Source: an optimization exercise on an open RTL-to-GDS flow (aim: small area). Production flows keep margins and buffers that such runs may drop.
The RTL was checked by simulation tests, not by an equivalence proof against the original design.

`flow/config.mk`:
```
export PLATFORM = sky130hd
export DESIGN_NAME = dds_core
export DESIGN_NICKNAME = dds_core
export VERILOG_FILES = /design/flow/design.v
export SDC_FILE = /design/flow/constraint.sdc
export NUM_CORES = 4
export LEC_CHECK = 0
export CAP_MARGIN = 20
export CORE_MARGIN = 2
export CORE_UTILIZATION = 40
export PLACE_DENSITY = 0.6
export SLEW_MARGIN = 20
```
`flow/design.v`:
```
module BTN_IF (
    input       wire      Fg_CLK,
    input       wire      Ext_RESETn,
    input       wire      iExtBtn,
    output      wire[2:0] oIntBtn
);
    reg [11:0]          rCnt;
    reg [2:0]           rIntBtn;
    localparam Delay_Time = 12'd2400;
    wire press = rIntBtn[2] & ~rIntBtn[1] & (rCnt == 12'd0);
    assign oIntBtn = {2'b00, press};
    always @(posedge Fg_CLK or negedge Ext_RESETn) begin
        if (~Ext_RESETn)
            rCnt <= 12'd0;
        else if (rCnt == 12'd0)
            rCnt <= {11'd0, press};
        else
            rCnt <= (rCnt != Delay_Time) ? rCnt + 12'd1 : 12'd0;
    end
    always @(posedge Fg_CLK or negedge Ext_RESETn) begin
        if (~Ext_RESETn)
            rIntBtn <= 3'b111;
        else
            rIntBtn <= {rIntBtn[1], rIntBtn[0], iExtBtn};
    end
endmodule
module SamplingCtrl (
    input   wire        Fg_CLK,
    input   wire  [2:0] oIntBtn,
    input   wire        Fg_RESETn,
    output  wire        DDSEnable,
    output  wire        DDSReady,
    output  wire  [2:0] DDSMode,
    output  wire  [2:0] DDSModeD     
);
    reg [2:0]  rDDSMode;
    reg [2:0]  rModeD;       
    reg [13:0] rCnt;
    reg        rDDSEnable;
    reg        rPulse_In;
    reg        begin_ready;
    reg        rDDSReady;
    reg [6:0]  rCnt_Ready;
    wire btn_ev = |oIntBtn;
    reg [13:0] rValue;
    always @(*) begin
        case (rModeD)
            3'd1:    rValue = 14'd9;
            3'd2:    rValue = 14'd99;
            3'd3:    rValue = 14'd999;
            3'd4:    rValue = 14'd9999;
            default: rValue = 14'd0;
        endcase
    end
    assign DDSMode   = rDDSMode;
    assign DDSModeD  = rModeD;
    assign DDSReady  = rDDSReady;
    assign DDSEnable = rDDSEnable;
    always @(posedge Fg_CLK or negedge Fg_RESETn) begin
        if (~Fg_RESETn) begin
            rCnt       <= 14'd0;
            rModeD     <= 3'd0;
            rDDSEnable <= 1'b0;
            rDDSMode   <= 3'd0;
            rPulse_In  <= 1'b0;
        end else begin
            rCnt       <= (rCnt < rValue) ? rCnt + 14'd1 : 14'd0;
            rModeD     <= rDDSMode;
            rDDSEnable <= (rCnt == rValue);
            if ((btn_ev && rDDSMode == 3'd0) || (rDDSEnable && rPulse_In))
                rDDSMode <= (rDDSMode < 3'd4) ? rDDSMode + 3'd1 : 3'd0;
            if (btn_ev)
                rPulse_In <= 1'b1;
            else if (rDDSEnable)
                rPulse_In <= 1'b0;
        end
    end
    always @(posedge Fg_CLK or negedge Fg_RESETn) begin
        if (~Fg_RESETn) begin
            begin_ready <= 1'b1;
            rCnt_Ready  <= 7'd0;
            rDDSReady   <= 1'b0;
        end else begin
            begin_ready <= (rCnt_Ready < 7'd80) && begin_ready;
            if (begin_ready)
                rCnt_Ready <= (rCnt_Ready < 7'd80) ? rCnt_Ready + 7'd1 : 7'd0;
            rDDSReady <= !(rCnt_Ready < 7'd80);
        end
    end
endmodule
module Oscillator (
    input   wire        Fg_CLK,
    input   wire        Fg_RESETn,
    input   wire        DDSEnable,
    input   wire        DDSReady,
    input   wire [31:0] init_1,
    input   wire [31:0] init_2,
    output  wire [31:0] out_1,
    output  wire [31:0] out_2
);
    reg [31:0] r_out_1;
    reg [31:0] r_out_2;
    assign out_1 = r_out_1;
    assign out_2 = r_out_2;
    wire [31:0] yp = r_out_1 ^ 32'h80000000;
    wire [31:0] yn = r_out_1 ^ 32'h7fffffff;
    wire [31:0] zn = r_out_2 ^ 32'h7fffffff;
    wire [60:0] c = ({29'd0,yp} << 30) + ({29'd0,yn} << 24) + ({29'd0,yn} << 21)
                  + ({29'd0,yn} << 19) + ({29'd0,yn} << 17) + ({29'd0,yn} << 14)
                  + ({29'd0,yn} << 11) + ({29'd0,yp} << 5)  + ({29'd0,yp} << 3)
                  + ({29'd0,yn} << 1)  + ({29'd0,zn} << 29) + 61'h0f6adbeb212a4802;
    wire [31:0] r_out = c[60:29];
    always @(posedge Fg_CLK or negedge Fg_RESETn) begin
        if (~Fg_RESETn) begin
            r_out_1 <= 32'd0;
            r_out_2 <= 32'd0;
        end else if (DDSReady) begin
            r_out_1 <= init_1;
            r_out_2 <= 32'd0;
        end else if (DDSEnable) begin
            r_out_1 <= r_out;
            r_out_2 <= r_out_1;
        end
    end
endmodule
module Interpolator (
    input   wire        Fg_CLK,
    input   wire        Fg_RESETn,
    input   wire [31:0] out_1,       
    input   wire [31:0] out_2,       
    input   wire [2:0]  DDSModeD,    
    input   wire        DDSEnable,
    output  wire [11:0] InterpOut
);
    reg [29:0] Out;
    reg [11:0] rInterpOut;
    reg        Enable_delay;
    assign InterpOut = rInterpOut;
    wire signed [31:0] d = out_1 - out_2;
    wire [31:0] xm1 = d;
    wire [33:0] xm3 = ({{2{d[31]}},d} << 0) + ({{2{d[31]}},d} << 1);
    wire [34:0] xm5 = ({{3{d[31]}},d} << 0) + ({{3{d[31]}},d} << 2);
    reg [58:0] row0;
    always @(*) case (DDSModeD)
      3'd1: row0 = ({59'd0, (xm3 ^ {1'b1,33'd0})} << 0);
      3'd2: row0 = ({59'd0, (xm5 ^ {1'b1,34'd0})} << 0);
      3'd3: row0 = ({59'd0, (xm3 ^ {1'b1,33'd0})} << 1);
      3'd4: row0 = ({59'd0, (xm1 ^ {1'b1,31'd0})} << 0);
      default: row0 = ({59'd0, (xm1 ^ {1'b1,31'd0})} << 0);
    endcase
    reg [58:0] row1;
    always @(*) case (DDSModeD)
      3'd1: row1 = ({59'd0, (xm3 ^ {1'b1,33'd0})} << 4);
      3'd2: row1 = ({59'd0, (xm1 ^ {1'b0,{31{1'b1}}})} << 7);
      3'd3: row1 = ({59'd0, (xm1 ^ {1'b1,31'd0})} << 5);
      3'd4: row1 = ({59'd0, (xm5 ^ {1'b0,{34{1'b1}}})} << 1);
      default: row1 = 59'd0;
    endcase
    reg [58:0] row2;
    always @(*) case (DDSModeD)
      3'd1: row2 = ({59'd0, (xm3 ^ {1'b1,33'd0})} << 8);
      3'd2: row2 = ({59'd0, (xm5 ^ {1'b0,{34{1'b1}}})} << 10);
      3'd3: row2 = ({59'd0, (xm1 ^ {1'b1,31'd0})} << 8);
      3'd4: row2 = ({59'd0, (xm1 ^ {1'b0,{31{1'b1}}})} << 6);
      default: row2 = 59'd0;
    endcase
    reg [58:0] row3;
    always @(*) case (DDSModeD)
      3'd1: row3 = ({59'd0, (xm3 ^ {1'b1,33'd0})} << 12);
      3'd2: row3 = ({59'd0, (xm1 ^ {1'b1,31'd0})} << 17);
      3'd3: row3 = ({59'd0, (xm3 ^ {1'b1,33'd0})} << 12);
      3'd4: row3 = ({59'd0, (xm1 ^ {1'b1,31'd0})} << 9);
      default: row3 = 59'd0;
    endcase
    reg [58:0] row4;
    always @(*) case (DDSModeD)
      3'd1: row4 = ({59'd0, (xm3 ^ {1'b1,33'd0})} << 16);
      3'd2: row4 = ({59'd0, (xm5 ^ {1'b1,34'd0})} << 20);
      3'd3: row4 = ({59'd0, (xm1 ^ {1'b1,31'd0})} << 19);
      3'd4: row4 = ({59'd0, (xm5 ^ {1'b1,34'd0})} << 12);
      default: row4 = 59'd0;
    endcase
    reg [58:0] row5;
    always @(*) case (DDSModeD)
      3'd1: row5 = ({59'd0, (xm3 ^ {1'b1,33'd0})} << 20);
      3'd2: row5 = 59'd0;
      3'd3: row5 = 59'd0;
      3'd4: row5 = ({59'd0, (xm1 ^ {1'b1,31'd0})} << 15);
      default: row5 = 59'd0;
    endcase
    reg [58:0] row6;
    always @(*) case (DDSModeD)
      3'd1: row6 = ({59'd0, (xm3 ^ {1'b1,33'd0})} << 24);
      3'd2: row6 = 59'd0;
      3'd3: row6 = 59'd0;
      3'd4: row6 = 59'd0;
      default: row6 = 59'd0;
    endcase
    reg [58:0] kc;
    always @(*) case (DDSModeD)
      3'd1: kc = 59'h5ddddde00000000;
      3'd2: kc = 59'h7beefbc00000480;
      3'd3: kc = 59'h7fbdf6c00000000;
      3'd4: kc = 59'h7ff7ed780000042;
      default: kc = 59'h7ffffff80000000;
    endcase
    wire [58:0] p = row0 + row1 + row2 + row3 + row4 + row5 + row6 + kc;
    wire [29:0] delta = p[58:29];
    always @(posedge Fg_CLK or negedge Fg_RESETn) begin
        if (~Fg_RESETn) begin
            Enable_delay <= 1'b0;
            Out          <= 30'd0;
            rInterpOut   <= 12'd0;
        end else begin
            Enable_delay <= DDSEnable;
            Out          <= Enable_delay ? out_2[29:0] : Out + delta;
            rInterpOut   <= Out[29:18];
        end
    end
endmodule
module dds_core (
    input   wire        clk,         
    input   wire        rst_n,       
    input   wire        btn,         
    output  wire [11:0] dac_out,     
    output  wire [2:0]  mode         
);
    wire    [2:0]  oIntBtn;
    wire           wDDSEnable;
    wire    [2:0]  wDDSMode;
    wire    [2:0]  wDDSModeD;
    wire           wDDSReady;
    wire    [31:0] wout_1;
    wire    [31:0] wout_2;
    assign mode = wDDSMode;
    BTN_IF m_BtnIf (
        .Fg_CLK(clk), .Ext_RESETn(rst_n), .iExtBtn(btn), .oIntBtn(oIntBtn)
    );
    SamplingCtrl m_samp (
        .Fg_CLK(clk), .oIntBtn(oIntBtn), .Fg_RESETn(rst_n),
        .DDSEnable(wDDSEnable), .DDSReady(wDDSReady),
        .DDSMode(wDDSMode), .DDSModeD(wDDSModeD)
    );
    Oscillator m_osc (
        .Fg_CLK(clk), .Fg_RESETn(rst_n),
        .DDSEnable(wDDSEnable), .DDSReady(wDDSReady),
        .init_1(32'd96878045),       
        .init_2(32'd1054193702),     
        .out_1(wout_1), .out_2(wout_2)
    );
    Interpolator m_interp (
        .Fg_CLK(clk), .Fg_RESETn(rst_n),
        .out_1(wout_1), .out_2(wout_2),
        .DDSModeD(wDDSModeD), .DDSEnable(wDDSEnable),
        .InterpOut(dac_out)
    );
endmodule
```
`flow/constraint.sdc`:
```
create_clock -name core_clock -period 15.0 [get_ports {clk}]
set_input_delay 3.0000 -clock core_clock [delete_from_list [all_inputs] [get_ports {clk}]]
set_output_delay 3.0000 -clock core_clock [all_outputs]
set_load 0.01 [all_outputs]
```
`flow/run.sh`:
```
#!/bin/bash
# synth_recipe.tcl (not shown) runs the flow's synth.tcl, then flattens the netlist and writes it again
# the make line also repeats each setting of config.mk as NAME=value (left out here)
make -C /OpenROAD-flow-scripts/flow DESIGN_CONFIG=/design/flow/config.mk WORK_HOME=/design/flow/orfs CLKGATE_MAP_FILE= SYNTH_SCRIPT=/design/flow/synth_recipe.tcl finish
```
==> impl_metrics.tcl <==
set metrics [dict create \
    cts-root-buf "clkbuf_16" \
    num_rows 106 \
    postSynthNetCount 4691 \
    rrSetupSlack_ns 0.64 \
    fmax_mhz 69.6 \
    clk_pin_slew_ns 0.08 \
    synth_edf_count 0 \
    ant_nets 0 \
    hold_viol 0 \
    yosysWarningCount 4 \
    cpPeakStageDelay_ns 0.61 \
    worst_pin_slew_ns 1.14 \
    synth_cells 3792 \
    hold_path_end "m_BtnIf.rIntBtn[1]" \
    mostFrequentLayoutCell "inv_1" \
    pre_cts_slack_ns 0.866 \
    wl_per_cell_um 23.1 \
    cts_setup_buffers 0 \
    start_util 0.403 \
    path_class "flip-flop to flip-flop" \
    grt_max_degree 71 \
    startpoint "m_osc.r_out_1[0]" \
    dieArea_sq_um 86400 \
    io_pins 18 \
    start_kind "flip-flop" \
    drt-vias-per-instance 5.90 \
    finalCriticalPeriod_ns 14.36 \
    cp_common_cell "inv_1" \
    grt_pass1_vias 28500 \
    slew_headroom 0.235 \
    multi_input_area_sq_um 27300 \
    ff_latch_area_sq_um 3840 \
    clockBufferDepth 2 \
    synth_area_per_cell_sq_um 8.86 \
    insertion_delay_ns 0.47 \
    tritoncts "built" \
    core-area_sq_um 83400 \
    run_status "complete, no violations" \
    worstHoldStart "m_BtnIf.rIntBtn[0]" \
    htree_levels 4 \
    gr-total-overflow 0 \
    drv_cap 0 \
    slew_violations 0 \
    drive_gt1_frac 0.0519 \
    post-dp-hpwl_mm 90.6 \
    yosysUniqueCellTypes 109 \
    rsz0062_at_grt "no" \
    setup_slack_ns 0.638 \
    synthArstFlopShare 1.00 \
    dr.pass1.iters 7 \
    numCtsBuffers 17 \
    hold-path-cell-count 0 \
    instances_no_fill 4861 \
    tns_ns 0 \
    cts_sinks 153 \
    crit_path_end_kind "flip-flop" \
    min_path_type "flip-flop to flip-flop" \
    grt_usage 0.263 \
    r2r_cells 51 \
    min_period_over_period 0.957 \
    arrival_ns 14.71 \
    die_x_um 294 \
    synth_flop_cell "dfrtp_1" \
    num_vias 28700 \
    final_cell_mix "inv_1 (513), ha_1 (481), fa_1 (415)" \
    fillCellCount 8263 \
    crit_fanout 16 \
    ys_seq_area_frac 0.114 \
    routed_wl_mm 112 \
    gp_congestion 0.999 \
    drc_errors 0 \
    grt_pass1_wl_mm 174 \
    r2r_end "m_interp.Out[28]" \
    area_delta_synth_final_pct 6.47 \
    required_ns 15.35 \
    drtIter0Drc 2811 \
    nets 4666 \
    syn-cell-area_sq_um 33600 \
    antenna_found_initial 0 \
    dp_cells 4827 \
    ys_seq_elements 153 \
    r2r-start "m_osc.r_out_1[0]" \
    io_buffers 17 \
    die_h_um 294 \
    final.setup_skew_ns 0.0184 \
    finalSetupViolCount 0 \
    slowest_stage "ha_1" \
]
[how the worst max path moves through the flow]
stage	to	cells after the start
CTS	m_interp.Out[28]	51
global placement	m_interp.Out[29]	50
detailed placement	m_interp.Out[28]	51
floorplan	m_interp.Out[28]	52
global route	m_interp.Out[28]	51
finish	m_interp.Out[28]	51
[sequential cells by signal, indices dropped and copies added, names as in the netlist]
name and flops:
m_osc.r_out_1 32, m_samp.rDDSMode 3, m_interp.Enable_delay 1, m_samp.rDDSEnable 1
m_BtnIf.rCnt 12, m_osc.r_out_2 32, m_interp.rInterpOut 12, m_samp.rDDSReady 1
m_samp.rCnt_Ready 7, m_samp.rPulse_In 1, m_samp.begin_ready 1, m_samp.rCnt 14
m_BtnIf.rIntBtn 3, m_interp.Out 30, m_samp.rModeD 3
[synth_stat cells (all sizes together) (87+ instances only)]
library cell,n,area [sq um]
a21oi,251,1290
dfrtp,149,3730
fa,415,8310
nand3,93,488
o21ai,190,958
inv,527,1990
ha,481,6020
a21o,97,728
nand2,254,963
nor2,276,1040
xnor2,133,1220
clkbuf,87,327
[worst max-delay path: cells and delay by family (launching register included)]
family / cells / cell delay (ns)
compound gates: 19 / 5.18
xor+xnor: 2 / 0.90
fa+ha+maj: 9 / 3.92
buf+inv: 7 / 1.01
flops: 1 / 0.50
simple gates: 14 / 2.71
[layer usage]
metal  part of all wire  wire (um)  global-route usage  up-vias
met4              0.040       4490              0.0988        0
met5                  0          0                   0        -
met2               0.44      48800               0.402     1308
met3              0.084       9390              0.0432      265
met1               0.44      49400               0.373    14000
li1                   -          -                   -    13100
[through the flow]
stage,utilization,area [sq um],hold slack [ns]
final,0.429,35800,0.357
after CTS,0.428,35700,0.357
after floorplan,-,33600,0.345
after detailed placement,0.421,35100,0.347
after global placement,0.421,35100,0.346
after global routing,0.429,35800,0.360
[kinds of logic (layout without fill, tap and decap cells)]
logic type	after synthesis	count (layout)	synth area share
buf+inv	652	640	0.0740
flops	153	153	0.114
other cells	0	1	0
xor+xnor	195	195	0.0526
mux	60	60	0.0181
compound gates	936	936	0.187
fa+ha+maj	897	897	0.427
simple gates	899	899	0.127
[area by class of cell]
type                            count  share of cell area
Tap cell                         1080              0.0378
Clock buffer                       18              0.0123
Sequential cell                   153               0.107
Multi-Input combinational cell   2987               0.764
Inverter                          534              0.0563
Timing Repair Buffer               74              0.0173
Antenna cell                        1           0.0000699
Clock inverter                     14             0.00476
[what timing repair did]
item / CTS / global route
setup endpoints to repair: 0 / 1
endpoints found under the hold margin: 0 / 0
hold buffers: 0 / 0
resized for setup: 0 / 4

-- re-timing with driven ports --
No port has a modelled driver above. Below, the same layout with a new extraction and two added sets of constraints.
Step 1 (the two cells are an assumption about what drives the block):
set clk [get_ports {clk}]
set_driving_cell -lib_cell sky130_fd_sc_hd__clkbuf_16 $clk
set_driving_cell -lib_cell sky130_fd_sc_hd__buf_2 [delete_from_list [all_inputs] $clk]
Step 2 times the ports against the registers' clock, not the clock port: input delays grow and output delays shrink by t, the midpoint of the rising clock arrivals with the driver on.
a / b / c = ideal / step 1 / step 2; a / b = the first two.
t (ns): 0.518
setup WS [ns]: 0.638 / 0.638 / 0.638
cell pins on the clock port's net: 1
After both steps this run still meets setup and hold. The setup slack of this run moves by 0.000 ns with the drivers and by 0.000 ns with both steps.
